Background: an optimization exercise with open tools, aiming at small area. Do not read the settings as production practice.
RTL that was checked went through simulation tests only; none was proved equivalent to the original.
No functional check of the RTL was part of run 2.

==> flow/design.v, too long to show whole: its modules and the start of the top module <==
// module tv80_reg: 41 lines
// module tv80_alu: 356 lines
// module tv80_mcode: 2185 lines
// module tv80_core: 1158 lines
// module tv80s: 111 lines
module tv80s
#(
    parameter Mode    = 0,   
    parameter T2Write = 1,   
    parameter IOWait  = 1    
)
(
    input         reset_n, 
    input         clk, 
    input         cen,       
    input         wait_n, 
    input         int_n, 
    input         nmi_n, 
    input         busrq_n, 
    output        busak_n, 
    output        m1_n, 
    output        mreq_n, 
    output        iorq_n, 
    output        rd_n, 
    output        wr_n, 
    output        rfsh_n, 
    output        halt_n, 
    output [15:0] A, 
    input  [7:0]  di,
    output [7:0]  dout
);
  // ...
==> flow/run.sh <==
#!/bin/bash
# synth_recipe.tcl (not shown) runs the flow's synth.tcl, then flattens the netlist and writes it again
# the make line also repeats each setting of config.mk as NAME=value (left out here)
make -C /OpenROAD-flow-scripts/flow DESIGN_CONFIG=/design/flow/config.mk WORK_HOME=/design/flow/orfs CLKGATE_MAP_FILE= SYNTH_SCRIPT=/design/flow/synth_recipe.tcl finish
==> flow/config.mk <==
export PLATFORM = sky130hd
export DESIGN_NAME = tv80s
export DESIGN_NICKNAME = tv80s
export VERILOG_FILES = /design/flow/design.v
export SDC_FILE = /design/flow/constraint.sdc
export NUM_CORES = 8
export LEC_CHECK = 0
export CAP_MARGIN = 20
export CORE_MARGIN = 2
export CORE_UTILIZATION = 65
export CTS_BUF_LIST = sky130_fd_sc_hd__clkbuf_4 sky130_fd_sc_hd__clkbuf_8
export GPL_TIMING_DRIVEN = 0
export SLEW_MARGIN = 20
==> flow/constraint.sdc <==
create_clock -name core_clock -period 10.0 [get_ports {clk}]
set_input_delay 2.0000 -clock core_clock [delete_from_list [all_inputs] [get_ports {clk}]]
set_output_delay 2.0000 -clock core_clock [all_outputs]
set_load 0.01 [all_outputs]
==> flow_summary.json, run 1 <==
{
  "outcome": "aborted with a tool error",
  "flow.stopped_at": "global routing (5_1_grt)",
  "firstError": "[ERROR GRT-0116] Global routing finished with congestion. Check the congestion regions in the DRC Viewer.",
  "yosysTopAreaCellShare": 0.1473,
  "synthesis.nets": 4557,
  "cts_hold_buf": 0,
  "die_height_um": 234.9,
  "number_of_register_bits_inferred_by_synthesis": 358,
  "synth_area_per_cell_um2": 7.820,
  "dpl-instance-area_um2": 36180,
  "cts-root-buf": "clkbuf_8",
  "synth-edff-count": 170,
  "cts_setup_buffers": 0,
  "numPortBuffers": 45,
  "synth_ff_type": "edfxtp_1",
  "synth-compound-area-share": 0.3008,
  "post-synth-top-area-cell": "edfxtp_1",
  "synth.area.mux_share": 0.07074,
  "synthesis.area_um2": 34650,
  "preCtsSetupSlack_ns": -0.4071,
  "hpwl_mm": 140.0,
  "clock_tree.htree_level_count": 2,
  "numCtsBuffers": 57,
  "clk_path_buf_depth": 3,
  "globalplace.congestion": 1.391,
  "grt_max_degree": 102,
  "syn-instance-count": 4431,
  "post_synth_fa_ha_maj_area_fraction": 0.04239,
  "place.detailed.instances": 5177,
  "die_width_um": 234.9
}
==> module tv80_reg, before the edit <==
module tv80_reg ( 
  DOBH, DOAL, DOCL, DOBL, DOCH, DOAH, 
  AddrC, AddrA, AddrB, DIH, DIL, clk, CEN, WEH, WEL
  );
    input  [2:0] AddrC;
    output [7:0] DOBH;
    input  [2:0] AddrA;
    input  [2:0] AddrB;
    input  [7:0] DIH;
    output [7:0] DOAL;
    output [7:0] DOCL;
    input  [7:0] DIL;
    output [7:0] DOBL;
    output [7:0] DOCH;
    output [7:0] DOAH;
    input  clk, CEN, WEH, WEL;
  reg [7:0] RegsH [0:7];
  reg [7:0] RegsL [0:7];
  always @(posedge clk)
    begin
      if (CEN)
        begin
          if (WEH) RegsH[AddrA] <= DIH;
          if (WEL) RegsL[AddrA] <= DIL;
        end
    end
  assign DOAH = RegsH[AddrA];
  assign DOAL = RegsL[AddrA];
  assign DOBH = RegsH[AddrB];
  assign DOBL = RegsL[AddrB];
  assign DOCH = RegsH[AddrC];
  assign DOCL = RegsL[AddrC];
  wire [7:0] B = RegsH[0];
  wire [7:0] C = RegsL[0];
  wire [7:0] D = RegsH[1];
  wire [7:0] E = RegsL[1];
  wire [7:0] H = RegsH[2];
  wire [7:0] L = RegsL[2];
  wire [15:0] IX = { RegsH[3], RegsL[3] };
  wire [15:0] IY = { RegsH[7], RegsL[7] };
endmodule
==> module tv80_alu, before the edit <==
module tv80_alu ( 
  Q, F_Out, 
  Arith16, Z16, ALU_Op, IR, ISet, BusA, BusB, F_In
  );
  parameter		Mode   = 0;
  parameter		Flag_C = 0;
  parameter		Flag_N = 1;
  parameter		Flag_P = 2;
  parameter		Flag_X = 3;
  parameter		Flag_H = 4;
  parameter		Flag_Y = 5;
  parameter		Flag_Z = 6;
  parameter		Flag_S = 7;
  input 		Arith16;
  input 		Z16;
  input [3:0]           ALU_Op ;
  input [5:0]           IR;
  input [1:0]           ISet;
  input [7:0]           BusA;
  input [7:0]           BusB;
  input [7:0]           F_In;
  output [7:0]          Q;
  output [7:0]          F_Out;
  reg [7:0]             Q;
  reg [7:0]             F_Out;
  function [4:0] AddSub4;
    input [3:0] A;
    input [3:0] B;
    input Sub;
    input Carry_In;
    begin
      AddSub4 = { 1'b0, A } + { 1'b0, (Sub)?~B:B } + {4'h0,Carry_In};
    end
  endfunction  
  function [3:0] AddSub3;
    input [2:0] A;
    input [2:0] B;
    input Sub;
    input Carry_In;
    begin
      AddSub3 = { 1'b0, A } + { 1'b0, (Sub)?~B:B } + {3'h0,Carry_In};
    end
  endfunction  
  function [1:0] AddSub1;
    input A;
    input B;
    input Sub;
    input Carry_In;
    begin
      AddSub1 = { 1'b0, A } + { 1'b0, (Sub)?~B:B } + {1'h0,Carry_In};
    end
  endfunction  
  reg UseCarry;
  reg Carry7_v;
  reg OverFlow_v;
  reg HalfCarry_v;
  reg Carry_v;
  reg [7:0] Q_v;
  reg [7:0] BitMask;
  always @( ALU_Op or BusA or BusB or F_In or IR)
    begin
      case (IR[5:3])
        3'b000 : BitMask = 8'b00000001;
        3'b001 : BitMask = 8'b00000010;
        3'b010 : BitMask = 8'b00000100; 
        3'b011 : BitMask = 8'b00001000; 
        3'b100 : BitMask = 8'b00010000; 
        3'b101 : BitMask = 8'b00100000; 
        3'b110 : BitMask = 8'b01000000; 
        default: BitMask = 8'b10000000; 
      endcase  
      UseCarry = ~ ALU_Op[2] && ALU_Op[0];
      { HalfCarry_v, Q_v[3:0] } = AddSub4(BusA[3:0], BusB[3:0], ALU_Op[1], ALU_Op[1] ^ (UseCarry && F_In[Flag_C]) );
      { Carry7_v, Q_v[6:4]  } = AddSub3(BusA[6:4], BusB[6:4], ALU_Op[1], HalfCarry_v);
      { Carry_v, Q_v[7] } = AddSub1(BusA[7], BusB[7], ALU_Op[1], Carry7_v);
      OverFlow_v = Carry_v ^ Carry7_v;
    end  
  reg [7:0] Q_t;
  reg [8:0] DAA_Q;
  always @ ( ALU_Op or Arith16 or BitMask or BusA or BusB
	    or Carry_v or F_In or HalfCarry_v or IR or ISet
	    or OverFlow_v or Q_v or Z16)
    begin
      Q_t = 8'hxx;
      DAA_Q = {9{1'bx}};
      F_Out = F_In;
      case (ALU_Op)
	4'b0000, 4'b0001,  4'b0010, 4'b0011, 4'b0100, 4'b0101, 4'b0110, 4'b0111 :
          begin
	    F_Out[Flag_N] = 1'b0;
	    F_Out[Flag_C] = 1'b0;
	    case (ALU_Op[2:0])
	      3'b000, 3'b001 :  
                begin
		  Q_t = Q_v;
		  F_Out[Flag_C] = Carry_v;
		  F_Out[Flag_H] = HalfCarry_v;
		  F_Out[Flag_P] = OverFlow_v;
                end
	      3'b010, 3'b011, 3'b111 :  
                begin
		  Q_t = Q_v;
		  F_Out[Flag_N] = 1'b1;
		  F_Out[Flag_C] = ~ Carry_v;
		  F_Out[Flag_H] = ~ HalfCarry_v;
		  F_Out[Flag_P] = OverFlow_v;
                end
	      3'b100 :  
                begin
		  Q_t[7:0] = BusA & BusB;
		  F_Out[Flag_H] = 1'b1;
                end
	      3'b101 :  
                begin
		  Q_t[7:0] = BusA ^ BusB;
		  F_Out[Flag_H] = 1'b0;
                end
	      default :  
                begin
		  Q_t[7:0] = BusA | BusB;
		  F_Out[Flag_H] = 1'b0;
                end
	    endcase  
	    if (ALU_Op[2:0] == 3'b111 ) 
              begin  
		F_Out[Flag_X] = BusB[3];
		F_Out[Flag_Y] = BusB[5];
	      end 
            else 
              begin
		F_Out[Flag_X] = Q_t[3];
		F_Out[Flag_Y] = Q_t[5];
	      end
	    if (Q_t[7:0] == 8'b00000000 ) 
              begin
		F_Out[Flag_Z] = 1'b1;
		if (Z16 == 1'b1 ) 
                  begin
		    F_Out[Flag_Z] = F_In[Flag_Z];	 
		  end
	      end 
            else 
              begin
		F_Out[Flag_Z] = 1'b0;
	      end  
	    F_Out[Flag_S] = Q_t[7];
	    case (ALU_Op[2:0])
	      3'b000, 3'b001, 3'b010, 3'b011, 3'b111 :  
                ;
	      default :
	        F_Out[Flag_P] = ~(^Q_t);                    
	    endcase  
	    if (Arith16 == 1'b1 ) 
              begin
		F_Out[Flag_S] = F_In[Flag_S];
		F_Out[Flag_Z] = F_In[Flag_Z];
		F_Out[Flag_P] = F_In[Flag_P];
	      end
          end  
	4'b1100 :
          begin
	    F_Out[Flag_H] = F_In[Flag_H];
	    F_Out[Flag_C] = F_In[Flag_C];
	    DAA_Q[7:0] = BusA;
	    DAA_Q[8] = 1'b0;
	    if (F_In[Flag_N] == 1'b0 ) 
              begin
		if (DAA_Q[3:0] > 9 || F_In[Flag_H] == 1'b1 ) 
                  begin
		    if ((DAA_Q[3:0] > 9) ) 
                      begin
			F_Out[Flag_H] = 1'b1;
		      end 
                    else 
                      begin
			F_Out[Flag_H] = 1'b0;
		      end
		    DAA_Q = DAA_Q + 6;
		  end  
		if (DAA_Q[8:4] > 9 || F_In[Flag_C] == 1'b1 ) 
                  begin
		    DAA_Q = DAA_Q + 96;  
		  end
	      end 
            else 
              begin
		if (DAA_Q[3:0] > 9 || F_In[Flag_H] == 1'b1 ) 
                  begin
		    if (DAA_Q[3:0] > 5 ) 
                      begin
			F_Out[Flag_H] = 1'b0;
		      end
		    DAA_Q[7:0] = DAA_Q[7:0] - 6;
		  end
		if (BusA > 153 || F_In[Flag_C] == 1'b1 ) 
                  begin
		    DAA_Q = DAA_Q - 352;  
		  end
	      end  
	    F_Out[Flag_X] = DAA_Q[3];
	    F_Out[Flag_Y] = DAA_Q[5];
	    F_Out[Flag_C] = F_In[Flag_C] || DAA_Q[8];
	    Q_t = DAA_Q[7:0];
	    if (DAA_Q[7:0] == 8'b00000000 ) 
              begin
		F_Out[Flag_Z] = 1'b1;
	      end 
            else 
              begin
		F_Out[Flag_Z] = 1'b0;
	      end
	    F_Out[Flag_S] = DAA_Q[7];
	    F_Out[Flag_P] = ~ (^DAA_Q);
          end  
	4'b1101, 4'b1110 :
          begin
	    Q_t[7:4] = BusA[7:4];
	    if (ALU_Op[0] == 1'b1 ) 
              begin
		Q_t[3:0] = BusB[7:4];
	      end 
            else 
              begin
		Q_t[3:0] = BusB[3:0];
	      end
	    F_Out[Flag_H] = 1'b0;
	    F_Out[Flag_N] = 1'b0;
	    F_Out[Flag_X] = Q_t[3];
	    F_Out[Flag_Y] = Q_t[5];
	    if (Q_t[7:0] == 8'b00000000 ) 
              begin
		F_Out[Flag_Z] = 1'b1;
	      end 
            else 
              begin
		F_Out[Flag_Z] = 1'b0;
	      end
	    F_Out[Flag_S] = Q_t[7];
            F_Out[Flag_P] = ~(^Q_t);
          end  
	4'b1001 :
          begin
	    Q_t[7:0] = BusB & BitMask;
	    F_Out[Flag_S] = Q_t[7];
	    if (Q_t[7:0] == 8'b00000000 ) 
              begin
		F_Out[Flag_Z] = 1'b1;
		F_Out[Flag_P] = 1'b1;
	      end 
            else 
              begin
		F_Out[Flag_Z] = 1'b0;
		F_Out[Flag_P] = 1'b0;
	      end
	    F_Out[Flag_H] = 1'b1;
	    F_Out[Flag_N] = 1'b0;
	    F_Out[Flag_X] = 1'b0;
	    F_Out[Flag_Y] = 1'b0;
	    if (IR[2:0] != 3'b110 ) 
              begin
		F_Out[Flag_X] = BusB[3];
		F_Out[Flag_Y] = BusB[5];
	      end
          end  
	4'b1010 :
	  Q_t[7:0] = BusB | BitMask;
	4'b1011 :
	  Q_t[7:0] = BusB & ~ BitMask;
	4'b1000 :
          begin
	    case (IR[5:3])
	      3'b000 :  
                begin
		  Q_t[7:1] = BusA[6:0];
		  Q_t[0] = BusA[7];
		  F_Out[Flag_C] = BusA[7];
                end
	      3'b010 :  
                begin
		  Q_t[7:1] = BusA[6:0];
		  Q_t[0] = F_In[Flag_C];
		  F_Out[Flag_C] = BusA[7];
                end
	      3'b001 :  
                begin
		  Q_t[6:0] = BusA[7:1];
		  Q_t[7] = BusA[0];
		  F_Out[Flag_C] = BusA[0];
                end
	      3'b011 :  
                begin                        
		  Q_t[6:0] = BusA[7:1];
		  Q_t[7] = F_In[Flag_C];
		  F_Out[Flag_C] = BusA[0];
                end
	      3'b100 :  
                begin
		  Q_t[7:1] = BusA[6:0];
		  Q_t[0] = 1'b0;
		  F_Out[Flag_C] = BusA[7];
                end
	      3'b110 :  
                begin
		  if (Mode == 3 ) 
                    begin
		      Q_t[7:4] = BusA[3:0];
		      Q_t[3:0] = BusA[7:4];
		      F_Out[Flag_C] = 1'b0;                            
		    end 
                  else 
                    begin
		      Q_t[7:1] = BusA[6:0];
		      Q_t[0] = 1'b1;
		      F_Out[Flag_C] = BusA[7];
		    end  
                end  
	      3'b101 :  
                begin
		  Q_t[6:0] = BusA[7:1];
		  Q_t[7] = BusA[7];
		  F_Out[Flag_C] = BusA[0];
                end
	      default :  
                begin
		  Q_t[6:0] = BusA[7:1];
		  Q_t[7] = 1'b0;
		  F_Out[Flag_C] = BusA[0];
                end
	    endcase  
	    F_Out[Flag_H] = 1'b0;
	    F_Out[Flag_N] = 1'b0;
	    F_Out[Flag_X] = Q_t[3];
	    F_Out[Flag_Y] = Q_t[5];
	    F_Out[Flag_S] = Q_t[7];
	    if (Q_t[7:0] == 8'b00000000 ) 
              begin
		F_Out[Flag_Z] = 1'b1;
	      end 
            else 
              begin
		F_Out[Flag_Z] = 1'b0;
	      end
            F_Out[Flag_P] = ~(^Q_t);
	    if (ISet == 2'b00 ) 
              begin
		F_Out[Flag_P] = F_In[Flag_P];
		F_Out[Flag_S] = F_In[Flag_S];
		F_Out[Flag_Z] = F_In[Flag_Z];
	      end
          end  
	default :
	  ;
      endcase  
      Q = Q_t;
    end  
endmodule  
==> module tv80_core, before the edit <==
module tv80_core ( 
  m1_n, iorq, no_read, write, rfsh_n, halt_n, busak_n, A, dout, mc,
  ts, intcycle_n, IntE, stop,
  reset_n, clk, cen, wait_n, int_n, nmi_n, busrq_n, dinst, di
  );
  parameter Mode = 1;    
  parameter IOWait = 1;  
  parameter Flag_C = 0;
  parameter Flag_N = 1;
  parameter Flag_P = 2;
  parameter Flag_X = 3;
  parameter Flag_H = 4;
  parameter Flag_Y = 5;
  parameter Flag_Z = 6;
  parameter Flag_S = 7;
  input     reset_n;            
  input     clk;                
  input     cen;                
  input     wait_n;             
  input     int_n;              
  input     nmi_n;              
  input     busrq_n;            
  output    m1_n;               
  output    iorq;               
  output    no_read;            
  output    write;              
  output    rfsh_n;             
  output    halt_n;             
  output    busak_n;            
  output [15:0] A; 
  input [7:0]   dinst;  
  input [7:0]   di;     
  output [7:0]  dout;     
  output [6:0]  mc;     
  output [6:0]  ts;     
  output        intcycle_n;     
  output        IntE;           
  output        stop;           
  reg    m1_n;          
  reg    iorq; 
  reg    halt_n;                
  reg    busak_n;               
  reg [15:0] A; 
  reg [7:0]  dout;        
  reg [6:0]  mc;        
  reg [6:0]  ts;        
  reg   intcycle_n;     
  reg   IntE;           
  reg   stop;           
  parameter     aNone    = 3'b111;
  parameter     aBC      = 3'b000;
  parameter     aDE      = 3'b001;
  parameter     aXY      = 3'b010;
  parameter     aIOA     = 3'b100;
  parameter     aSP      = 3'b101;
  parameter     aZI      = 3'b110;
  reg [7:0]     ACC, F;
  reg [7:0]     Ap, Fp;
  reg [7:0]     I;
  reg [15:0]    SP, PC;
  reg [7:0]     RegDIH;
  reg [7:0]     RegDIL;
  wire [15:0]   RegBusA;
  wire [15:0]   RegBusB;
  wire [15:0]   RegBusC;
  reg [2:0]     RegAddrA_r;
  reg [2:0]     RegAddrA;
  reg [2:0]     RegAddrB_r;
  reg [2:0]     RegAddrB;
  reg [2:0]     RegAddrC;
  reg           RegWEH;
  reg           RegWEL;
  reg           Alternate;
  reg [15:0]    TmpAddr;         
  reg [7:0]     IR;              
  reg [1:0]     ISet;            
  reg [15:0]    RegBusA_r;
  reg [15:0]    ID16;
  reg [7:0]     Save_Mux;
  reg [6:0]     tstate;
  reg [6:0]     mcycle;
  reg           last_mcycle, last_tstate;
  reg           IntE_FF1;
  reg           IntE_FF2;
  reg           Halt_FF;
  reg           BusReq_s;
  reg           BusAck;
  reg           ClkEn;
  reg           NMI_s;
  reg           INT_s;
  reg [1:0]     IStatus;
  reg [7:0]     DI_Reg;
  reg           T_Res;
  reg [1:0]     XY_State;
  reg [2:0]     Pre_XY_F_M;
  reg           NextIs_XY_Fetch;
  reg           XY_Ind;
  reg           No_BTR;
  reg           BTR_r;
  reg           Auto_Wait;
  reg           Auto_Wait_t1;
  reg           Auto_Wait_t2;
  reg           IncDecZ;
  reg [7:0]     BusB;
  reg [7:0]     BusA;
  wire [7:0]    ALU_Q;
  wire [7:0]    F_Out;
  reg [4:0]     Read_To_Reg_r;
  reg           Arith16_r;
  reg           Z16_r;
  reg [3:0]     ALU_Op_r;
  reg           Save_ALU_r;
  reg           PreserveC_r;
  reg [2:0]     mcycles;
  wire [2:0]    mcycles_d;
  wire [2:0]    tstates;
  reg           IntCycle;
  reg           NMICycle;
  wire          Inc_PC;
  wire          Inc_WZ;
  wire [3:0]    IncDec_16;
  wire [1:0]    Prefix;
  wire          Read_To_Acc;
  wire          Read_To_Reg;
  wire [3:0]     Set_BusB_To;
  wire [3:0]     Set_BusA_To;
  wire [3:0]     ALU_Op;
  wire           Save_ALU;
  wire           PreserveC;
  wire           Arith16;
  wire [2:0]     Set_Addr_To;
  wire           Jump;
  wire           JumpE;
  wire           JumpXY;
  wire           Call;
  wire           RstP;
  wire           LDZ;
  wire           LDW;
  wire           LDSPHL;
  wire           iorq_i;
  wire [2:0]     Special_LD;
  wire           ExchangeDH;
  wire           ExchangeRp;
  wire           ExchangeAF;
  wire           ExchangeRS;
  wire           I_DJNZ;
  wire           I_CPL;
  wire           I_CCF;
  wire           I_SCF;
  wire           I_RETN;
  wire           I_BT;
  wire           I_BC;
  wire           I_BTR;
  wire           I_RLD;
  wire           I_RRD;
  wire           I_INRC;
  wire           SetDI;
  wire           SetEI;
  wire [1:0]     IMode;
  wire           Halt;
  reg [15:0]     PC16;
  reg [15:0]     PC16_B;
  reg [15:0]     SP16, SP16_A, SP16_B;
  reg [15:0]     ID16_B;
  reg            Oldnmi_n;
  tv80_mcode #(Mode, Flag_C, Flag_N, Flag_P, Flag_X, Flag_H, Flag_Y, Flag_Z, Flag_S) i_mcode
    (
     .IR                   (IR),
     .ISet                 (ISet),
     .MCycle               (mcycle),
     .F                    (F),
     .NMICycle             (NMICycle),
     .IntCycle             (IntCycle),
     .MCycles              (mcycles_d),
     .TStates              (tstates),
     .Prefix               (Prefix),
     .Inc_PC               (Inc_PC),
     .Inc_WZ               (Inc_WZ),
     .IncDec_16            (IncDec_16),
     .Read_To_Acc          (Read_To_Acc),
     .Read_To_Reg          (Read_To_Reg),
     .Set_BusB_To          (Set_BusB_To),
     .Set_BusA_To          (Set_BusA_To),
     .ALU_Op               (ALU_Op),
     .Save_ALU             (Save_ALU),
     .PreserveC            (PreserveC),
     .Arith16              (Arith16),
     .Set_Addr_To          (Set_Addr_To),
     .IORQ                 (iorq_i),
     .Jump                 (Jump),
     .JumpE                (JumpE),
     .JumpXY               (JumpXY),
     .Call                 (Call),
     .RstP                 (RstP),
     .LDZ                  (LDZ),
     .LDW                  (LDW),
     .LDSPHL               (LDSPHL),
     .Special_LD           (Special_LD),
     .ExchangeDH           (ExchangeDH),
     .ExchangeRp           (ExchangeRp),
     .ExchangeAF           (ExchangeAF),
     .ExchangeRS           (ExchangeRS),
     .I_DJNZ               (I_DJNZ),
     .I_CPL                (I_CPL),
     .I_CCF                (I_CCF),
     .I_SCF                (I_SCF),
     .I_RETN               (I_RETN),
     .I_BT                 (I_BT),
     .I_BC                 (I_BC),
     .I_BTR                (I_BTR),
     .I_RLD                (I_RLD),
     .I_RRD                (I_RRD),
     .I_INRC               (I_INRC),
     .SetDI                (SetDI),
     .SetEI                (SetEI),
     .IMode                (IMode),
     .Halt                 (Halt),
     .NoRead               (no_read),
     .Write                (write)
     );
  tv80_alu #(Mode, Flag_C, Flag_N, Flag_P, Flag_X, Flag_H, Flag_Y, Flag_Z, Flag_S) i_alu
    (
     .Arith16              (Arith16_r),
     .Z16                  (Z16_r),
     .ALU_Op               (ALU_Op_r),
     .IR                   (IR[5:0]),
     .ISet                 (ISet),
     .BusA                 (BusA),
     .BusB                 (BusB),
     .F_In                 (F),
     .Q                    (ALU_Q),
     .F_Out                (F_Out)
     );
  function [6:0] number_to_bitvec;
    input [2:0] num;
    begin
      case (num)
        1 : number_to_bitvec = 7'b0000001;
        2 : number_to_bitvec = 7'b0000010;
        3 : number_to_bitvec = 7'b0000100;
        4 : number_to_bitvec = 7'b0001000;
        5 : number_to_bitvec = 7'b0010000;
        6 : number_to_bitvec = 7'b0100000;
        7 : number_to_bitvec = 7'b1000000;
        default : number_to_bitvec = 7'bx;
      endcase  
    end
  endfunction  
  function [2:0] mcyc_to_number;
    input [6:0] mcyc;
    begin
      casez (mcyc)
        7'b1zzzzzz : mcyc_to_number = 3'h7;
        7'b01zzzzz : mcyc_to_number = 3'h6;
        7'b001zzzz : mcyc_to_number = 3'h5;
        7'b0001zzz : mcyc_to_number = 3'h4;
        7'b00001zz : mcyc_to_number = 3'h3;
        7'b000001z : mcyc_to_number = 3'h2;
        7'b0000001 : mcyc_to_number = 3'h1;
        default : mcyc_to_number = 3'h1;
      endcase
    end
  endfunction
  always @( mcycle or mcycles or tstate or tstates)
    begin
      case (mcycles)
        1 : last_mcycle = mcycle[0];
        2 : last_mcycle = mcycle[1];
        3 : last_mcycle = mcycle[2];
        4 : last_mcycle = mcycle[3];
        5 : last_mcycle = mcycle[4];
        6 : last_mcycle = mcycle[5];
        7 : last_mcycle = mcycle[6];
        default : last_mcycle = 1'bx;
      endcase  
      case (tstates)
        0 : last_tstate = tstate[0];
        1 : last_tstate = tstate[1];
        2 : last_tstate = tstate[2];
        3 : last_tstate = tstate[3];
        4 : last_tstate = tstate[4];
        5 : last_tstate = tstate[5];
        6 : last_tstate = tstate[6];
        default : last_tstate = 1'bx;
      endcase
    end  
  always @( ALU_Q or BusAck or BusB or DI_Reg
	   or ExchangeRp or IR or Save_ALU_r or Set_Addr_To or XY_Ind
	   or XY_State or cen or last_tstate or mcycle)
    begin
      ClkEn = cen && ~ BusAck;
      if (last_tstate)
        T_Res = 1'b1;
      else T_Res = 1'b0;
      if (XY_State != 2'b00 && XY_Ind == 1'b0 &&
          ((Set_Addr_To == aXY) ||
           (mcycle[0] && IR == 8'b11001011) ||
           (mcycle[0] && IR == 8'b00110110)))
        NextIs_XY_Fetch = 1'b1;
      else 
        NextIs_XY_Fetch = 1'b0;
      if (ExchangeRp)
        Save_Mux = BusB;
      else if (!Save_ALU_r)
        Save_Mux = DI_Reg;
      else
        Save_Mux = ALU_Q;
    end  
  always @ (posedge clk or negedge reset_n)
    begin
      if (reset_n == 1'b0 ) 
        begin
          PC <= 0;   
          A <= 0;
          TmpAddr <= 0;
          IR <= 8'b00000000;
          ISet <= 2'b00;
          XY_State <= 2'b00;
          IStatus <= 2'b00;
          mcycles <= 3'b000;
          dout <= 8'b00000000;
          ACC <= 8'hFF;
          F <= 8'hFF;
          Ap <= 8'hFF;
          Fp <= 8'hFF;
          I <= 0;
          SP <= 16'hFFFF;
          Alternate <= 1'b0;
          Read_To_Reg_r <= 5'b00000;
          Arith16_r <= 1'b0;
          BTR_r <= 1'b0;
          Z16_r <= 1'b0;
          ALU_Op_r <= 4'b0000;
          Save_ALU_r <= 1'b0;
          PreserveC_r <= 1'b0;
          XY_Ind <= 1'b0;
        end 
      else 
        begin
          if (ClkEn == 1'b1 ) 
            begin
              ALU_Op_r <= 4'b0000;
              Save_ALU_r <= 1'b0;
              Read_To_Reg_r <= 5'b00000;
              mcycles <= mcycles_d;
              if (IMode != 2'b11 ) 
                begin
                  IStatus <= IMode;
                end
              Arith16_r <= Arith16;
              PreserveC_r <= PreserveC;
              if (ISet == 2'b10 && ALU_Op[2] == 1'b0 && ALU_Op[0] == 1'b1 && mcycle[2] ) 
                begin
                  Z16_r <= 1'b1;
                end 
              else 
                begin
                  Z16_r <= 1'b0;
                end
              if (mcycle[0] && (tstate[1] | tstate[2] | tstate[3] )) 
                begin
                  if (tstate[2] && wait_n == 1'b1 ) 
                    begin
                      if (Jump == 1'b0 && Call == 1'b0 && NMICycle == 1'b0 && IntCycle == 1'b0 && ~ (Halt_FF == 1'b1 || Halt == 1'b1) ) 
                        begin
                          PC <= PC16;
                        end
                      if (IntCycle == 1'b1 && IStatus == 2'b01 ) 
                        begin
                          IR <= 8'b11111111;
                        end 
                      else if (Halt_FF == 1'b1 || (IntCycle == 1'b1 && IStatus == 2'b10) || NMICycle == 1'b1 ) 
                        begin
                          IR <= 8'b00000000;
			  TmpAddr[7:0] <= dinst;  
                        end 
                      else 
                        begin
                          IR <= dinst;
                        end
                      ISet <= 2'b00;
                      if (Prefix != 2'b00 ) 
                        begin
                          if (Prefix == 2'b11 ) 
                            begin
                              if (IR[5] == 1'b1 ) 
                                begin
                                  XY_State <= 2'b10;
                                end 
                              else 
                                begin
                                  XY_State <= 2'b01;
                                end
                            end 
                          else 
                            begin
                              if (Prefix == 2'b10 ) 
                                begin
                                  XY_State <= 2'b00;
                                  XY_Ind <= 1'b0;
                                end
                              ISet <= Prefix;
                            end
                        end 
                      else 
                        begin
                          XY_State <= 2'b00;
                          XY_Ind <= 1'b0;
                        end
                    end  
                end 
              else 
                begin
                  if (mcycle[5] ) 
                    begin
                      XY_Ind <= 1'b1;
                      if (Prefix == 2'b01 ) 
                        begin
                          ISet <= 2'b01;
                        end
                    end
                  if (T_Res == 1'b1 ) 
                    begin
                      BTR_r <= (I_BT || I_BC || I_BTR) && ~ No_BTR;
                      if (Jump == 1'b1 ) 
                        begin
                          A[15:8] <= DI_Reg;
                          A[7:0] <= TmpAddr[7:0];
                          PC[15:8] <= DI_Reg;
                          PC[7:0] <= TmpAddr[7:0];
                        end 
                      else if (JumpXY == 1'b1 ) 
                        begin
                          A <= RegBusC;
                          PC <= RegBusC;
                        end else if (Call == 1'b1 || RstP == 1'b1 ) 
                          begin
                            A <= TmpAddr;
                            PC <= TmpAddr;
                          end 
                        else if (last_mcycle && NMICycle == 1'b1 ) 
                          begin
                            A <= 16'b0000000001100110;
                            PC <= 16'b0000000001100110;
                          end 
                        else if (mcycle[2] && IntCycle == 1'b1 && IStatus == 2'b10 ) 
                          begin
                            A[15:8] <= I;
                            A[7:0] <= TmpAddr[7:0];
                            PC[15:8] <= I;
                            PC[7:0] <= TmpAddr[7:0];
                          end 
                        else 
                          begin
                            case (Set_Addr_To)
                              aXY :
                                begin
                                  if (XY_State == 2'b00 ) 
                                    begin
                                      A <= RegBusC;
                                    end 
                                  else 
                                    begin
                                      if (NextIs_XY_Fetch == 1'b1 )
                                        begin
                                          A <= PC;
                                        end 
                                      else 
                                        begin
                                          A <= TmpAddr;
                                        end
                                    end  
                                end  
                              aIOA :
                                begin
                                  if (Mode == 3 ) 
                                    begin
                                      A[15:8] <= 8'hFF;
                                    end 
                                  else if (Mode == 2 ) 
                                    begin
                                      A[15:8] <= DI_Reg;
                                    end 
                                  else 
                                    begin
                                      A[15:8] <= ACC;
                                    end
                                  A[7:0] <= DI_Reg;
                                end  
                              aSP :
                                begin
                                  A <= SP;
                                end
                              aBC :
                                begin
                                  if (Mode == 3 && iorq_i == 1'b1 ) 
                                    begin
                                      A[15:8] <= 8'hFF;
                                      A[7:0] <= RegBusC[7:0];
                                    end 
                                  else 
                                    begin
                                      A <= RegBusC;
                                    end
                                end  
                              aDE :
                                begin
                                  A <= RegBusC;
                                end
                              aZI :
                                begin                                  
                                  if (Inc_WZ == 1'b1 ) 
                                    begin
                                      A <= TmpAddr + 1;
                                    end 
                                  else 
                                    begin
                                      A[15:8] <= DI_Reg;
                                      A[7:0] <= TmpAddr[7:0];
                                    end
                                end  
                              default   :
                                begin                                    
                                  A <= PC;
                                end
                            endcase  
                          end  
                      Save_ALU_r <= Save_ALU;
                      ALU_Op_r <= ALU_Op;
                      if (I_CPL == 1'b1 ) 
                        begin
                          ACC <= ~ ACC;
                          F[Flag_Y] <= ~ ACC[5];
                          F[Flag_H] <= 1'b1;
                          F[Flag_X] <= ~ ACC[3];
                          F[Flag_N] <= 1'b1;
                        end
                      if (I_CCF == 1'b1 ) 
                        begin
                          F[Flag_C] <= ~ F[Flag_C];
                          F[Flag_Y] <= ACC[5];
                          F[Flag_H] <= F[Flag_C];
                          F[Flag_X] <= ACC[3];
                          F[Flag_N] <= 1'b0;
                        end
                      if (I_SCF == 1'b1 ) 
                        begin
                          F[Flag_C] <= 1'b1;
                          F[Flag_Y] <= ACC[5];
                          F[Flag_H] <= 1'b0;
                          F[Flag_X] <= ACC[3];
                          F[Flag_N] <= 1'b0;
                        end
                    end  
                  if (tstate[2] && wait_n == 1'b1 ) 
                    begin
                      if (ISet == 2'b01 && mcycle[6] ) 
                        begin
                          IR <= dinst;
                        end
                      if (JumpE == 1'b1 ) 
                        begin
                          PC <= PC16;
                        end 
                      else if (Inc_PC == 1'b1 ) 
                        begin
                          PC <= PC16;
                        end
                      if (BTR_r == 1'b1 ) 
                        begin
                          PC <= PC16;
                        end
                      if (RstP == 1'b1 ) 
                        begin
                          TmpAddr <= { 10'h0, IR[5:3], 3'h0 };
                        end
                    end
                  if (tstate[3] && mcycle[5] ) 
                    begin
                      TmpAddr <= SP16;
                    end
                  if ((tstate[2] && wait_n == 1'b1) || (tstate[4] && mcycle[0]) ) 
                    begin
                      if (IncDec_16[2:0] == 3'b111 ) 
                        begin
                          SP <= SP16;
                        end
                    end
                  if (LDSPHL == 1'b1 ) 
                    begin
                      SP <= RegBusC;
                    end
                  if (ExchangeAF == 1'b1 ) 
                    begin
                      Ap <= ACC;
                      ACC <= Ap;
                      Fp <= F;
                      F <= Fp;
                    end
                  if (ExchangeRS == 1'b1 ) 
                    begin
                      Alternate <= ~ Alternate;
                    end
                end  
              if (tstate[3] ) 
                begin
                  if (LDZ == 1'b1 ) 
                    begin
                      TmpAddr[7:0] <= DI_Reg;
                    end
                  if (LDW == 1'b1 ) 
                    begin
                      TmpAddr[15:8] <= DI_Reg;
                    end
                  if (Special_LD[2] == 1'b1 ) 
                    begin
                      case (Special_LD[1:0])
                        2'b00 :
                          begin
                            ACC <= I;
                            F[Flag_P] <= IntE_FF2;
			    F[Flag_Z] <= (I == 0);
			    F[Flag_S] <= I[7];
			    F[Flag_H] <= 0;
			    F[Flag_N] <= 0; 
                          end
                        2'b01 :
                          begin
                            ACC <= 0;
                            F[Flag_P] <= IntE_FF2;
			    F[Flag_Z] <= (I == 0);
			    F[Flag_S] <= I[7];
			    F[Flag_H] <= 0;
			    F[Flag_N] <= 0; 
                          end
                        2'b10 :
                          I <= ACC;
                        default : ;
                      endcase
                    end
                end  
              if ((I_DJNZ == 1'b0 && Save_ALU_r == 1'b1) || ALU_Op_r == 4'b1001 ) 
                begin
                  if (Mode == 3 ) 
                    begin
                      F[6] <= F_Out[6];
                      F[5] <= F_Out[5];
                      F[7] <= F_Out[7];
                      if (PreserveC_r == 1'b0 ) 
                        begin
                          F[4] <= F_Out[4];
                        end
                    end 
                  else 
                    begin
                      F[7:1] <= F_Out[7:1];
                      if (PreserveC_r == 1'b0 ) 
                        begin
                          F[Flag_C] <= F_Out[0];
                        end
                    end
                end  
              if (T_Res == 1'b1 && I_INRC == 1'b1 ) 
                begin
                  F[Flag_H] <= 1'b0;
                  F[Flag_N] <= 1'b0;
                  if (DI_Reg[7:0] == 8'b00000000 ) 
                    begin
                      F[Flag_Z] <= 1'b1;
                    end 
                  else 
                    begin
                      F[Flag_Z] <= 1'b0;
                    end
                  F[Flag_S] <= DI_Reg[7];
                  F[Flag_P] <= ~ (^DI_Reg[7:0]);
                end  
              if (tstate[1] && Auto_Wait_t1 == 1'b0 ) 
                begin
                  dout <= BusB;
                  if (I_RLD == 1'b1 ) 
                    begin
                      dout[3:0] <= BusA[3:0];
                      dout[7:4] <= BusB[3:0];
                    end
                  if (I_RRD == 1'b1 ) 
                    begin
                      dout[3:0] <= BusB[7:4];
                      dout[7:4] <= BusA[3:0];
                    end
                end
              if (T_Res == 1'b1 ) 
                begin
                  Read_To_Reg_r[3:0] <= Set_BusA_To;
                  Read_To_Reg_r[4] <= Read_To_Reg;
                  if (Read_To_Acc == 1'b1 ) 
                    begin
                      Read_To_Reg_r[3:0] <= 4'b0111;
                      Read_To_Reg_r[4] <= 1'b1;
                    end
                end
              if (tstate[1] && I_BT == 1'b1 ) 
                begin
                  F[Flag_X] <= ALU_Q[3];
                  F[Flag_Y] <= ALU_Q[1];
                  F[Flag_H] <= 1'b0;
                  F[Flag_N] <= 1'b0;
                end
              if (I_BC == 1'b1 || I_BT == 1'b1 ) 
                begin
                  F[Flag_P] <= IncDecZ;
                end
              if ((tstate[1] && Save_ALU_r == 1'b0 && Auto_Wait_t1 == 1'b0) ||
                  (Save_ALU_r == 1'b1 && ALU_Op_r != 4'b0111) ) 
                begin
                  case (Read_To_Reg_r)
                    5'b10111 :
                      ACC <= Save_Mux;
                    5'b10110 :
                      dout <= Save_Mux;
                    5'b11000 :
                      SP[7:0] <= Save_Mux;
                    5'b11001 :
                      SP[15:8] <= Save_Mux;
                    5'b11011 :
                      F <= Save_Mux;
                    default : ;
                  endcase
                end  
            end  
        end  
    end
  always @ (posedge clk)
    begin
      if (ClkEn == 1'b1 ) 
        begin
          RegAddrA_r <=  { Alternate, Set_BusA_To[2:1] };
          if (XY_Ind == 1'b0 && XY_State != 2'b00 && Set_BusA_To[2:1] == 2'b10 ) 
            begin
              RegAddrA_r <= { XY_State[1],  2'b11 };
            end
          RegAddrB_r <= { Alternate, Set_BusB_To[2:1] };
          if (XY_Ind == 1'b0 && XY_State != 2'b00 && Set_BusB_To[2:1] == 2'b10 ) 
            begin
              RegAddrB_r <= { XY_State[1],  2'b11 };
            end
          RegAddrC <= { Alternate,  Set_Addr_To[1:0] };
          if ((JumpXY == 1'b1 || LDSPHL == 1'b1) ) 
            begin
              RegAddrC <= { Alternate, 2'b10 };
            end
          if (((JumpXY == 1'b1 || LDSPHL == 1'b1) && XY_State != 2'b00) || (mcycle[5]) ) 
            begin
              RegAddrC <= { XY_State[1],  2'b11 };
            end
          if (I_DJNZ == 1'b1 && Save_ALU_r == 1'b1 && Mode < 2 ) 
            begin
              IncDecZ <= F_Out[Flag_Z];
            end
          if ((tstate[2] || (tstate[3] && mcycle[0])) && IncDec_16[2:0] == 3'b100 ) 
            begin
              if (ID16 == 0 ) 
                begin
                  IncDecZ <= 1'b0;
                end 
              else 
                begin
                  IncDecZ <= 1'b1;
                end
            end
          RegBusA_r <= RegBusA;
        end
    end  
  always @( Alternate or ExchangeDH or IncDec_16
	   or RegAddrA_r or RegAddrB_r or XY_State or mcycle or tstate)
    begin
      if ((tstate[2] || (tstate[3] && mcycle[0] && IncDec_16[2] == 1'b1)) && XY_State == 2'b00)
        RegAddrA = { Alternate, IncDec_16[1:0] };
      else if ((tstate[2] || (tstate[3] && mcycle[0] && IncDec_16[2] == 1'b1)) && IncDec_16[1:0] == 2'b10)
        RegAddrA = { XY_State[1], 2'b11 };
      else if (ExchangeDH == 1'b1 && tstate[3])
        RegAddrA = { Alternate, 2'b10 };
      else if (ExchangeDH == 1'b1 && tstate[4])
        RegAddrA = { Alternate, 2'b01 };
      else
        RegAddrA = RegAddrA_r;
      if (ExchangeDH == 1'b1 && tstate[3])
        RegAddrB = { Alternate, 2'b01 };
      else
        RegAddrB = RegAddrB_r;
    end  
  always @( ALU_Op_r or Auto_Wait_t1 or ExchangeDH
	   or IncDec_16 or Read_To_Reg_r or Save_ALU_r or mcycle
	   or tstate or wait_n)
    begin
      RegWEH = 1'b0;
      RegWEL = 1'b0;
      if ((tstate[1] && ~Save_ALU_r && ~Auto_Wait_t1) ||
          (Save_ALU_r && (ALU_Op_r != 4'b0111)) ) 
        begin
          case (Read_To_Reg_r)
            5'b10000 , 5'b10001 , 5'b10010 , 5'b10011 , 5'b10100 , 5'b10101 :
              begin
                RegWEH = ~ Read_To_Reg_r[0];
                RegWEL = Read_To_Reg_r[0];
              end  
            default : ;
          endcase  
        end  
      if (ExchangeDH && (tstate[3] || tstate[4]) ) 
        begin
          RegWEH = 1'b1;
          RegWEL = 1'b1;
        end
      if (IncDec_16[2] && ((tstate[2] && wait_n && ~mcycle[0]) || (tstate[3] && mcycle[0])) ) 
        begin
          case (IncDec_16[1:0])
            2'b00 , 2'b01 , 2'b10 :
              begin
                RegWEH = 1'b1;
                RegWEL = 1'b1;
              end  
            default : ;
          endcase
        end
    end  
  always @( ExchangeDH or ID16 or IncDec_16 or RegBusA_r
	   or RegBusB or Save_Mux or mcycle or tstate)
    begin
      RegDIH = Save_Mux;
      RegDIL = Save_Mux;
      if (ExchangeDH == 1'b1 && tstate[3] ) 
        begin
          RegDIH = RegBusB[15:8];
          RegDIL = RegBusB[7:0];
        end
      else if (ExchangeDH == 1'b1 && tstate[4] ) 
        begin
          RegDIH = RegBusA_r[15:8];
          RegDIL = RegBusA_r[7:0];
        end
      else if (IncDec_16[2] == 1'b1 && ((tstate[2] && ~mcycle[0]) || (tstate[3] && mcycle[0])) ) 
        begin
          RegDIH = ID16[15:8];
          RegDIL = ID16[7:0];
        end
    end
  tv80_reg i_reg
    (
     .clk                  (clk),
     .CEN                  (ClkEn),
     .WEH                  (RegWEH),
     .WEL                  (RegWEL),
     .AddrA                (RegAddrA),
     .AddrB                (RegAddrB),
     .AddrC                (RegAddrC),
     .DIH                  (RegDIH),
     .DIL                  (RegDIL),
     .DOAH                 (RegBusA[15:8]),
     .DOAL                 (RegBusA[7:0]),
     .DOBH                 (RegBusB[15:8]),
     .DOBL                 (RegBusB[7:0]),
     .DOCH                 (RegBusC[15:8]),
     .DOCL                 (RegBusC[7:0])
     );
  always @ (posedge clk)
    begin
      if (ClkEn == 1'b1 ) 
        begin
          case (Set_BusB_To)
            4'b0111 :
              BusB <= ACC;
            4'b0000 , 4'b0001 , 4'b0010 , 4'b0011 , 4'b0100 , 4'b0101 :
              begin
                if (Set_BusB_To[0] == 1'b1 ) 
                  begin
                    BusB <= RegBusB[7:0];
                  end 
                else 
                  begin
                    BusB <= RegBusB[15:8];
                  end
              end
            4'b0110 :
              BusB <= DI_Reg;
            4'b1000 :
              BusB <= SP[7:0];
            4'b1001 :
              BusB <= SP[15:8];
            4'b1010 :
              BusB <= 8'b00000001;
            4'b1011 :
              BusB <= F;
            4'b1100 :
              BusB <= PC[7:0];
            4'b1101 :
              BusB <= PC[15:8];
            4'b1110 :
              BusB <= 8'b00000000;
            default :
              BusB <= 8'h0;
          endcase
          case (Set_BusA_To)
            4'b0111 :
              BusA <= ACC;
            4'b0000 , 4'b0001 , 4'b0010 , 4'b0011 , 4'b0100 , 4'b0101 :
              begin
                if (Set_BusA_To[0] == 1'b1 )
                  begin
                    BusA <= RegBusA[7:0];
                  end 
                else 
                  begin
                    BusA <= RegBusA[15:8];
                  end
              end
            4'b0110 :
              BusA <= DI_Reg;
            4'b1000 :
              BusA <= SP[7:0];
            4'b1001 :
              BusA <= SP[15:8];
            4'b1010 :
              BusA <= 8'b00000000;
            default :
              BusA <=  8'h0;
          endcase
        end
    end
  assign rfsh_n = 1'b1;
  always @( BusAck or Halt_FF or I_DJNZ or IntCycle
	   or IntE_FF1 or di or iorq_i or mcycle or tstate)
    begin
      mc = mcycle;
      ts = tstate;
      DI_Reg = di;
      halt_n = ~ Halt_FF;
      busak_n = ~ BusAck;
      intcycle_n = ~ IntCycle;
      IntE = IntE_FF1;
      iorq = iorq_i;
      stop = I_DJNZ;
    end
  always @ (posedge clk or negedge reset_n)
    begin : sync_inputs
      if (~reset_n) 
        begin
          BusReq_s <= 1'b0;
          INT_s <= 1'b0;
          NMI_s <= 1'b0;
          Oldnmi_n <= 1'b0;
        end 
      else
        begin
          if (cen == 1'b1 ) 
            begin
              BusReq_s <= ~ busrq_n;
              INT_s <= ~ int_n;
              if (NMICycle == 1'b1 ) 
                begin
                  NMI_s <= 1'b0;
                end 
              else if (nmi_n == 1'b0 && Oldnmi_n == 1'b1 ) 
                begin
                  NMI_s <= 1'b1;
                end
              Oldnmi_n <= nmi_n;
            end
        end
    end
  always @ (posedge clk or negedge reset_n)
    begin
      if (reset_n == 1'b0 ) 
        begin
          mcycle <= 7'b0000001;
          tstate <= 7'b0000001;
          Pre_XY_F_M <= 3'b000;
          Halt_FF <= 1'b0;
          BusAck <= 1'b0;
          NMICycle <= 1'b0;
          IntCycle <= 1'b0;
          IntE_FF1 <= 1'b0;
          IntE_FF2 <= 1'b0;
          No_BTR <= 1'b0;
          Auto_Wait_t1 <= 1'b0;
          Auto_Wait_t2 <= 1'b0;
          m1_n <= 1'b1;
        end 
      else
        begin
          if (cen == 1'b1 ) 
            begin
              if (T_Res == 1'b1 ) 
                begin
                  Auto_Wait_t1 <= 1'b0;
                end 
              else 
                begin
		  Auto_Wait_t1 <= Auto_Wait || (iorq_i & ~Auto_Wait_t2);
                end
              Auto_Wait_t2 <= Auto_Wait_t1 & !T_Res;
              No_BTR <= (I_BT && (~ IR[4] || ~ F[Flag_P])) ||
                        (I_BC && (~ IR[4] || F[Flag_Z] || ~ F[Flag_P])) ||
                        (I_BTR && (~ IR[4] || F[Flag_Z]));
              if (tstate[2] ) 
                begin
                  if (SetEI == 1'b1 ) 
                    begin
                      if (!NMICycle)
                        IntE_FF1 <= 1'b1;
                      IntE_FF2 <= 1'b1;
                    end
                  if (I_RETN == 1'b1 ) 
                    begin
                      IntE_FF1 <= IntE_FF2;
                    end
                end
              if (tstate[3] ) 
                begin
                  if (SetDI == 1'b1 ) 
                    begin
                      IntE_FF1 <= 1'b0;
                      IntE_FF2 <= 1'b0;
                    end
                end
              if (IntCycle == 1'b1 || NMICycle == 1'b1 ) 
                begin
                  Halt_FF <= 1'b0;
                end
              if (mcycle[0] && tstate[2] && wait_n == 1'b1 ) 
                begin
                  m1_n <= 1'b1;
                end
              if (BusReq_s == 1'b1 && BusAck == 1'b1 ) 
                begin
                end 
              else 
                begin
                  BusAck <= 1'b0;
                  if (tstate[2] && wait_n == 1'b0 ) 
                    begin
                    end 
                  else if (T_Res == 1'b1 ) 
                    begin
                      if (Halt == 1'b1 ) 
                        begin
                          Halt_FF <= 1'b1;
                        end
                      if (BusReq_s == 1'b1 ) 
                        begin
                          BusAck <= 1'b1;
                        end 
                      else 
                        begin
                          tstate <= 7'b0000010;
                          if (NextIs_XY_Fetch == 1'b1 ) 
                            begin
                              mcycle <= 7'b0100000;
                              Pre_XY_F_M <= mcyc_to_number(mcycle);
                              if (IR == 8'b00110110 && Mode == 0 ) 
                                begin
                                  Pre_XY_F_M <= 3'b010;
                                end
                            end 
                          else if ((mcycle[6]) || (mcycle[5] && Mode == 1 && ISet != 2'b01) ) 
                            begin
                              mcycle <= number_to_bitvec(Pre_XY_F_M + 1);
                            end 
                          else if ((last_mcycle) ||
                                   No_BTR == 1'b1 ||
                                   (mcycle[1] && I_DJNZ == 1'b1 && IncDecZ == 1'b1) ) 
                            begin
                              m1_n <= 1'b0;
                              mcycle <= 7'b0000001;
                              IntCycle <= 1'b0;
                              NMICycle <= 1'b0;
                              if (NMI_s == 1'b1 && Prefix == 2'b00 ) 
                                begin
                                  NMICycle <= 1'b1;
                                  IntE_FF1 <= 1'b0;
                                end 
                              else if ((IntE_FF1 == 1'b1 && INT_s == 1'b1) && Prefix == 2'b00 && SetEI == 1'b0 ) 
                                begin
                                  IntCycle <= 1'b1;
                                  IntE_FF1 <= 1'b0;
                                  IntE_FF2 <= 1'b0;
                                end
                            end 
                          else 
                            begin
                              mcycle <= { mcycle[5:0], mcycle[6] };
                            end
                        end
                    end 
                  else 
                    begin    
                      if ( ~(Auto_Wait == 1'b1 && Auto_Wait_t2 == 1'b0) &&
                           ~(IOWait == 1 && iorq_i == 1'b1 && Auto_Wait_t1 == 1'b0) ) 
                        begin
                          tstate <= { tstate[5:0], tstate[6] };
                        end
                    end
                end
              if (tstate[0]) 
                begin
                  m1_n <= 1'b0;
                end
            end
        end
    end
  always @( BTR_r or DI_Reg or IncDec_16 or JumpE or PC
	   or RegBusA or RegBusC or SP or tstate)
    begin
      if (JumpE == 1'b1 ) 
        begin
          PC16_B = { {8{DI_Reg[7]}}, DI_Reg };
        end 
      else if (BTR_r == 1'b1 ) 
        begin
          PC16_B = -2;
        end
      else
        begin
          PC16_B = 1;
        end
      if (tstate[3])
        begin
          SP16_A = RegBusC;
          SP16_B = { {8{DI_Reg[7]}}, DI_Reg };
        end
      else
        begin
          SP16_A = SP;
          if (IncDec_16[3] == 1'b1)
            SP16_B = -1;
          else
            SP16_B = 1;
        end
      if (IncDec_16[3])  
        ID16_B = -1;
      else
        ID16_B = 1;
      ID16 = RegBusA + ID16_B;
      PC16 = PC + PC16_B;
      SP16 = SP16_A + SP16_B;
    end  
  always @( IntCycle or NMICycle or mcycle)
    begin
      Auto_Wait = 1'b0;
      if (IntCycle == 1'b1 || NMICycle == 1'b1 ) 
        begin
          if (mcycle[0] ) 
            begin
              Auto_Wait = 1'b1;
            end
        end
    end  
endmodule  
==> run 2, diff against run 1 <==
--- a/flow/design.v
+++ b/flow/design.v
@@ -1,7 +1,6 @@
-`timescale 1ps / 1ps
 module tv80_reg ( 
   DOBH, DOAL, DOCL, DOBL, DOCH, DOAH, 
-  AddrC, AddrA, AddrB, DIH, DIL, clk, CEN, WEH, WEL
+  AddrC, AddrA, AddrB, DIH, DIL, clk, CEN, WEH, WEL, DHswap
   );
     input  [2:0] AddrC;
     output [7:0] DOBH;
@@ -15,30 +14,56 @@
     output [7:0] DOCH;
     output [7:0] DOAH;
     input  clk, CEN, WEH, WEL;
+    input  [1:0] DHswap;
+  function [2:0] phys;
+    input [2:0] a;
+    input [1:0] sw;
+    begin
+      phys = a;
+      if ((a[1:0] == 2'b01 || a[1:0] == 2'b10) && sw[a[2]])
+        phys[1:0] = ~a[1:0];
+    end
+  endfunction
+  wire [2:0] pA = phys(AddrA, DHswap);
+  wire [2:0] pB = phys(AddrB, DHswap);
+  wire [2:0] pC = phys(AddrC, DHswap);
   reg [7:0] RegsH [0:7];
   reg [7:0] RegsL [0:7];
+  integer i;
   always @(posedge clk)
     begin
       if (CEN)
         begin
-          if (WEH) RegsH[AddrA] <= DIH;
-          if (WEL) RegsL[AddrA] <= DIL;
+          for (i = 0; i < 8; i = i + 1) begin
+            if (WEH && pA == i) RegsH[i] <= DIH;
+            if (WEL && pA == i) RegsL[i] <= DIL;
+          end
         end
     end
-  assign DOAH = RegsH[AddrA];
-  assign DOAL = RegsL[AddrA];
-  assign DOBH = RegsH[AddrB];
-  assign DOBL = RegsL[AddrB];
-  assign DOCH = RegsH[AddrC];
-  assign DOCL = RegsL[AddrC];
-  wire [7:0] B = RegsH[0];
-  wire [7:0] C = RegsL[0];
-  wire [7:0] D = RegsH[1];
-  wire [7:0] E = RegsL[1];
-  wire [7:0] H = RegsH[2];
-  wire [7:0] L = RegsL[2];
-  wire [15:0] IX = { RegsH[3], RegsL[3] };
-  wire [15:0] IY = { RegsH[7], RegsL[7] };
+  reg [7:0] sa, sb, sc;
+  reg [7:0] ah, al, bh, bl, ch, cl;
+  always @* begin
+    for (i = 0; i < 8; i = i + 1) begin
+      sa[i] = (pA == i);
+      sb[i] = (pB == i);
+      sc[i] = (pC == i);
+    end
+    ah = 0; al = 0; bh = 0; bl = 0; ch = 0; cl = 0;
+    for (i = 0; i < 8; i = i + 1) begin
+      ah = ah | ({8{sa[i]}} & RegsH[i]);
+      al = al | ({8{sa[i]}} & RegsL[i]);
+      bh = bh | ({8{sb[i]}} & RegsH[i]);
+      bl = bl | ({8{sb[i]}} & RegsL[i]);
+      ch = ch | ({8{sc[i]}} & RegsH[i]);
+      cl = cl | ({8{sc[i]}} & RegsL[i]);
+    end
+  end
+  assign DOAH = ah;
+  assign DOAL = al;
+  assign DOBH = bh;
+  assign DOBL = bl;
+  assign DOCH = ch;
+  assign DOCL = cl;
 endmodule
 `timescale 1ps / 1ps
 module tv80_alu ( 
@@ -100,7 +125,7 @@
   reg Carry_v;
   reg [7:0] Q_v;
   reg [7:0] BitMask;
-  always @( ALU_Op or BusA or BusB or F_In or IR)
+  always @*
     begin
       case (IR[5:3])
         3'b000 : BitMask = 8'b00000001;
@@ -120,9 +145,7 @@
     end  
   reg [7:0] Q_t;
   reg [8:0] DAA_Q;
-  always @ ( ALU_Op or Arith16 or BitMask or BusA or BusB
-	    or Carry_v or F_In or HalfCarry_v or IR or ISet
-	    or OverFlow_v or Q_v or Z16)
+  always @*
     begin
       Q_t = 8'hxx;
       DAA_Q = {9{1'bx}};
@@ -557,8 +580,7 @@
   reg [2:0] DDD;
   reg [2:0] SSS;
   reg [1:0] DPAIR;
-  always @ ( F or IR or ISet or IntCycle or MCycle
-            or NMICycle)
+  always @*
     begin
       DDD = IR[5:3];
       SSS = IR[2:0];
@@ -2660,7 +2682,7 @@
   reg [15:0]    TmpAddr;         
   reg [7:0]     IR;              
   reg [1:0]     ISet;            
-  reg [15:0]    RegBusA_r;
+  reg [1:0]     DHswap;          
   reg [15:0]    ID16;
   reg [7:0]     Save_Mux;
   reg [6:0]     tstate;
@@ -2847,7 +2869,7 @@
       endcase
     end
   endfunction
-  always @( mcycle or mcycles or tstate or tstates)
+  always @*
     begin
       case (mcycles)
         1 : last_mcycle = mcycle[0];
@@ -2870,9 +2892,7 @@
         default : last_tstate = 1'bx;
       endcase
     end  
-  always @( ALU_Q or BusAck or BusB or DI_Reg
-	   or ExchangeRp or IR or Save_ALU_r or Set_Addr_To or XY_Ind
-	   or XY_State or cen or last_tstate or mcycle)
+  always @*
     begin
       ClkEn = cen && ~ BusAck;
       if (last_tstate)
@@ -3345,7 +3365,7 @@
             end
           if ((tstate[2] || (tstate[3] && mcycle[0])) && IncDec_16[2:0] == 3'b100 ) 
             begin
-              if (ID16 == 0 ) 
+              if (RegBusA == (IncDec_16[3] ? 16'h0001 : 16'hFFFF) ) 
                 begin
                   IncDecZ <= 1'b0;
                 end 
@@ -3354,11 +3374,11 @@
                   IncDecZ <= 1'b1;
                 end
             end
-          RegBusA_r <= RegBusA;
+          if (ExchangeDH == 1'b1 && tstate[4])
+            DHswap[Alternate] <= ~DHswap[Alternate];
         end
     end  
-  always @( Alternate or ExchangeDH or IncDec_16
-	   or RegAddrA_r or RegAddrB_r or XY_State or mcycle or tstate)
+  always @*
     begin
       if ((tstate[2] || (tstate[3] && mcycle[0] && IncDec_16[2] == 1'b1)) && XY_State == 2'b00)
         RegAddrA = { Alternate, IncDec_16[1:0] };
@@ -3375,9 +3395,7 @@
       else
         RegAddrB = RegAddrB_r;
     end  
-  always @( ALU_Op_r or Auto_Wait_t1 or ExchangeDH
-	   or IncDec_16 or Read_To_Reg_r or Save_ALU_r or mcycle
-	   or tstate or wait_n)
+  always @*
     begin
       RegWEH = 1'b0;
       RegWEL = 1'b0;
@@ -3393,11 +3411,6 @@
             default : ;
           endcase  
         end  
-      if (ExchangeDH && (tstate[3] || tstate[4]) ) 
-        begin
-          RegWEH = 1'b1;
-          RegWEL = 1'b1;
-        end
       if (IncDec_16[2] && ((tstate[2] && wait_n && ~mcycle[0]) || (tstate[3] && mcycle[0])) ) 
         begin
           case (IncDec_16[1:0])
@@ -3410,22 +3423,11 @@
           endcase
         end
     end  
-  always @( ExchangeDH or ID16 or IncDec_16 or RegBusA_r
-	   or RegBusB or Save_Mux or mcycle or tstate)
+  always @*
     begin
       RegDIH = Save_Mux;
       RegDIL = Save_Mux;
-      if (ExchangeDH == 1'b1 && tstate[3] ) 
-        begin
-          RegDIH = RegBusB[15:8];
-          RegDIL = RegBusB[7:0];
-        end
-      else if (ExchangeDH == 1'b1 && tstate[4] ) 
-        begin
-          RegDIH = RegBusA_r[15:8];
-          RegDIL = RegBusA_r[7:0];
-        end
-      else if (IncDec_16[2] == 1'b1 && ((tstate[2] && ~mcycle[0]) || (tstate[3] && mcycle[0])) ) 
+      if (IncDec_16[2] == 1'b1 && ((tstate[2] && ~mcycle[0]) || (tstate[3] && mcycle[0])) ) 
         begin
           RegDIH = ID16[15:8];
           RegDIL = ID16[7:0];
@@ -3435,6 +3437,7 @@
     (
      .clk                  (clk),
      .CEN                  (ClkEn),
+     .DHswap               (DHswap),
      .WEH                  (RegWEH),
      .WEL                  (RegWEL),
      .AddrA                (RegAddrA),
@@ -3514,8 +3517,7 @@
         end
     end
   assign rfsh_n = 1'b1;
-  always @( BusAck or Halt_FF or I_DJNZ or IntCycle
-	   or IntE_FF1 or di or iorq_i or mcycle or tstate)
+  always @*
     begin
       mc = mcycle;
       ts = tstate;
@@ -3694,8 +3696,7 @@
             end
         end
     end
-  always @( BTR_r or DI_Reg or IncDec_16 or JumpE or PC
-	   or RegBusA or RegBusC or SP or tstate)
+  always @*
     begin
       if (JumpE == 1'b1 ) 
         begin
@@ -3730,7 +3731,7 @@
       PC16 = PC + PC16_B;
       SP16 = SP16_A + SP16_B;
     end  
-  always @( IntCycle or NMICycle or mcycle)
+  always @*
     begin
       Auto_Wait = 1'b0;
       if (IntCycle == 1'b1 || NMICycle == 1'b1 ) 
==> flow/config.mk (replaced) <==
export PLATFORM = sky130hd
export DESIGN_NAME = tv80s
export DESIGN_NICKNAME = tv80s
export VERILOG_FILES = /design/flow/design.v
export SDC_FILE = /design/flow/constraint.sdc
export NUM_CORES = 8
export LEC_CHECK = 0
export CAP_MARGIN = 20
export CORE_MARGIN = 2
export CORE_UTILIZATION = 40
export SLEW_MARGIN = 20
==> flow_summary.json, run 2 <==
{
  "grt_setup_unrepaired": "false",
  "r2r-start": "i_tv80_core.IR[6]",
  "synthesis.nets": 4442,
  "initial_standard_cell_utilization_of_the_core": 0.4023,
  "globalplace.congestion": 1.124,
  "timing_worst_setup_path_type": "reg2reg",
  "cp-end-kind": "register",
  "clock_tree.htree_level_count": 2,
  "rows": 106,
  "async_flop_share": 0.5465,
  "worst_slew_pin_slew_ns": 1.284,
  "yosysTopAreaCellShare": 0.1398,
  "number_of_global_route_vias_before_repair": 36440,
  "totalWireLength_mm": 208.6,
  "synth_area_per_cell_um2": 7.761,
  "clock_insertion_delay_worst_skew_ns": 0.62,
  "layout.cells.most_common": "nand2_1",
  "synth-edff-count": 156,
  "critPathRequiredTime_ns": 10.44,
  "cp_data_arrival_time_ns": 9.83,
  "crit_fanout": 14,
  "antenna_left": 0,
  "final_util": 0.4472,
  "fin_crit_ns": 9.389,
  "hpwl_mm": 160.3,
  "hold_violation_total_from_the_final_report": 0,
  "post_drt_wl_per_cell_um": 38.68,
  "syn-instance-count": 4318,
  "numPortBuffers": 45,
  "synth_ff_type": "edfxtp_1",
  "preCtsSetupSlack_ns": 1.129,
  "first_pass_iters": 10,
  "synthTopCellsByCount": "nand2_1 (478), nor2_1 (409), a21oi_1 (393)",
  "critical_path.startpoint": "i_tv80_core.IR[6]",
  "yosys.cell_types.count": 120,
  "initial_detailed_routing_violation_count": 6092,
  "outcome": "complete, no violations",
  "cts_setup_buffers": 0,
  "timing.hold.worst.class": "reg2reg",
  "post_cts_resize_count": 0,
  "cts-root-buf": "clkbuf_16",
  "largest_registers": "i_tv80_core.i_reg.RegsH: 64 flops, i_tv80_core.i_reg.RegsL: 64 flops",
  "detailroute.via_count": 39080,
  "r2r.worst_path.cells": 30,
  "slew_headroom": 0.1353,
  "clk_pin_slew_worst_paths_ns": 0.07,
  "die_area_um2": 86110,
  "avgViaCountPerCell": 7.247,
  "clk_sinks": 344,
  "hold_depth": 2,
  "ys_seq_area_frac": 0.2822,
  "global_route.overflow_total": 0,
  "reg2reg_slack_ns": 0.61,
  "cap_violations": 0,
  "tritoncts_clock_tree": "built",
  "setup_violations": 0,
  "synth.area.top_cells": "edfxtp_1 (14%), dfrtp_1 (9.9%), a21oi_1 (5.9%)",
  "core_region_area_um2": 83290,
  "number_of_register_bits_inferred_by_synthesis": 344,
  "globalRouteTotalUtil": 0.4710,
  "global_route_wire_length_before_repair_mm": 288.5,
  "cts_hold_buf": 0,
  "endpoint": "i_tv80_core.i_reg.RegsH[7][6]",
  "setup_tns_ns": 0,
  "clk_path_buf_depth": 3,
  "rr_endpoint": "i_tv80_core.i_reg.RegsH[7][6]",
  "grt_antenna_before_repair": 13,
  "layout_common_cells": "nand2_1 (477), nor2_1 (404), a21oi_1 (390)",
  "die_height_um": 293.4,
  "final_period_util": 0.9389,
  "critical_path.startpoint_type": "register",
  "crit_slowest_cell": "dfrtp_1",
  "skew_ns": 0.04584,
  "post-synth-top-area-cell": "edfxtp_1",
  "slew_violations": 0,
  "die_width_um": 293.4,
  "fin_ws_ns": 0.6110,
  "synthesis_warning_total": 7,
  "maxClockFrequency_ghz": 0.1065,
  "path_common_cell": "o21ai_0",
  "numCtsBuffers": 41,
  "place.detailed.instances": 5318,
  "syn_to_final_growth_pct": 11.15,
  "synth_most_common_cell": "nand2_1",
  "max_stage_delay_ns": 0.61,
  "grt_max_degree": 77,
  "synthesis.area_um2": 33510,
  "num_io_pins": 47,
  "antennaDiodeCount": 0,
  "share_of_cells_above_drive_strength_1": 0.1169,
  "final_net_count": 4405,
  "instances_no_fill": 5393,
  "drc_errors": 0,
  "filler_instances": 8557
}
==> run 2: changes by cell type after synthesis, moves of 15 or more <==
cell      before  now
o221ai_1      41   24
a21oi_1      346  393
mux4_2        33    2
a222oi_1       4   39
o21ai_0      330  295
inv_1        120  138
o22ai_1      100  123
a31oi_1       90   67
or3_1         26   41
mux2i_1      114  167
nor2_1       429  409
nand2_1      547  478
==> run 2: critical path, delay by kind of cell, from the launching register on <==
family	cells	cell delay [ns]
flip-flops	1	0.61
AO/OA/AOI/OAI	18	4.91
buffers and inverters	2	0.44
adder cells (fa/ha/maj)	2	0.88
AND/OR/NAND/NOR	8	2.39
==> run 2: how the worst min path moves through the flow <==
stage	from	endpoint	slack, ns
finish	i_tv80_core.m1_n	i_tv80_core.m1_n	0.48
global placement	mreq_n_reg	mreq_n_reg	0.46
floorplan	i_tv80_core.Z16_r	i_tv80_core.Z16_r	0.44
global route	i_tv80_core.IntE_FF1	i_tv80_core.IntE_FF1	0.50
detailed placement	i_tv80_core.A[3]	i_tv80_core.A[3]	0.47
CTS	i_tv80_core.m1_n	i_tv80_core.m1_n	0.48
==> run 2: through the flow <==
step           hold slack, ns  instance area (um2)
2_1_floorplan          0.4394                33510
3_3_place_gp           0.4590                35770
3_5_place_dp           0.4737                35790
4_1_cts                0.4848                37230
5_1_grt                0.5008                37250
6_report               0.4822                37250
==> run 2: routing by layer <==
metal	wire (um)	global-route usage	vias up	share of wire
li1	-	-	16250	-
met1	79170	0.5971	18970	0.38
met2	85360	0.6833	3084	0.41
met3	27700	0.1651	762	0.13
met4	16150	0.2888	19	0.077
met5	194	0.0005672	-	0.00093
==> run 2: logic make-up (layout without fill, tap and decap cells) <==
kind of cell,Yosys count,in the layout,synth area share
AO/OA/AOI/OAI,1558,1558,0.3078
AND/OR/NAND/NOR,1487,1487,0.2113
buffers and inverters,496,491,0.06015
flip-flops,344,344,0.2822
multiplexers,219,219,0.06803
adder cells (fa/ha/maj),109,109,0.04249
XOR/XNOR,104,104,0.02785
other,1,1,0.0001119
==> run 2: area by class of cell <==
cell class | instances | area, um2 | area share
Clock inverter | 23 | 292.8 | 0.007860
Inverter | 146 | 549.3 | 0.01475
Timing Repair Buffer | 270 | 2191 | 0.05882
Multi-Input combinational cell | 3478 | 22250 | 0.5972
Tap cell | 1080 | 1351 | 0.03628
Clock buffer | 52 | 1151 | 0.03090
Sequential cell | 344 | 9467 | 0.2541

==> static timing again, ports no longer ideal <==
How much do the figures lean on ideal ports? The routed layout below was timed once more, with nothing changed but the port constraints.
Step 1 (the two cells are an assumption about what drives the block):
set clk [get_ports {clk}]
set_driving_cell -lib_cell sky130_fd_sc_hd__clkbuf_16 $clk
set_driving_cell -lib_cell sky130_fd_sc_hd__buf_2 [delete_from_list [all_inputs] $clk]
Step 2 times the ports against the registers' clock, not the clock port: input delays grow and output delays shrink by t, the midpoint of the rising clock arrivals with the driver on.
Slacks: ideal ports / drivers / drivers and shift; pairs: ideal ports / drivers.
run: run 2
t, ns: 0.665
slack for setup (ns): 0.611 / 0.611 / 0.611
latest minus earliest clock arrival (ns): 0.046 / 0.045
worst slew at a driven data input, ns: 0.09
cell pins on the clock port's net: 1
After both steps setup and hold are still met in run 2. The setup slack of run 2 moves by 0.000 ns with the drivers and by 0.000 ns with both steps.
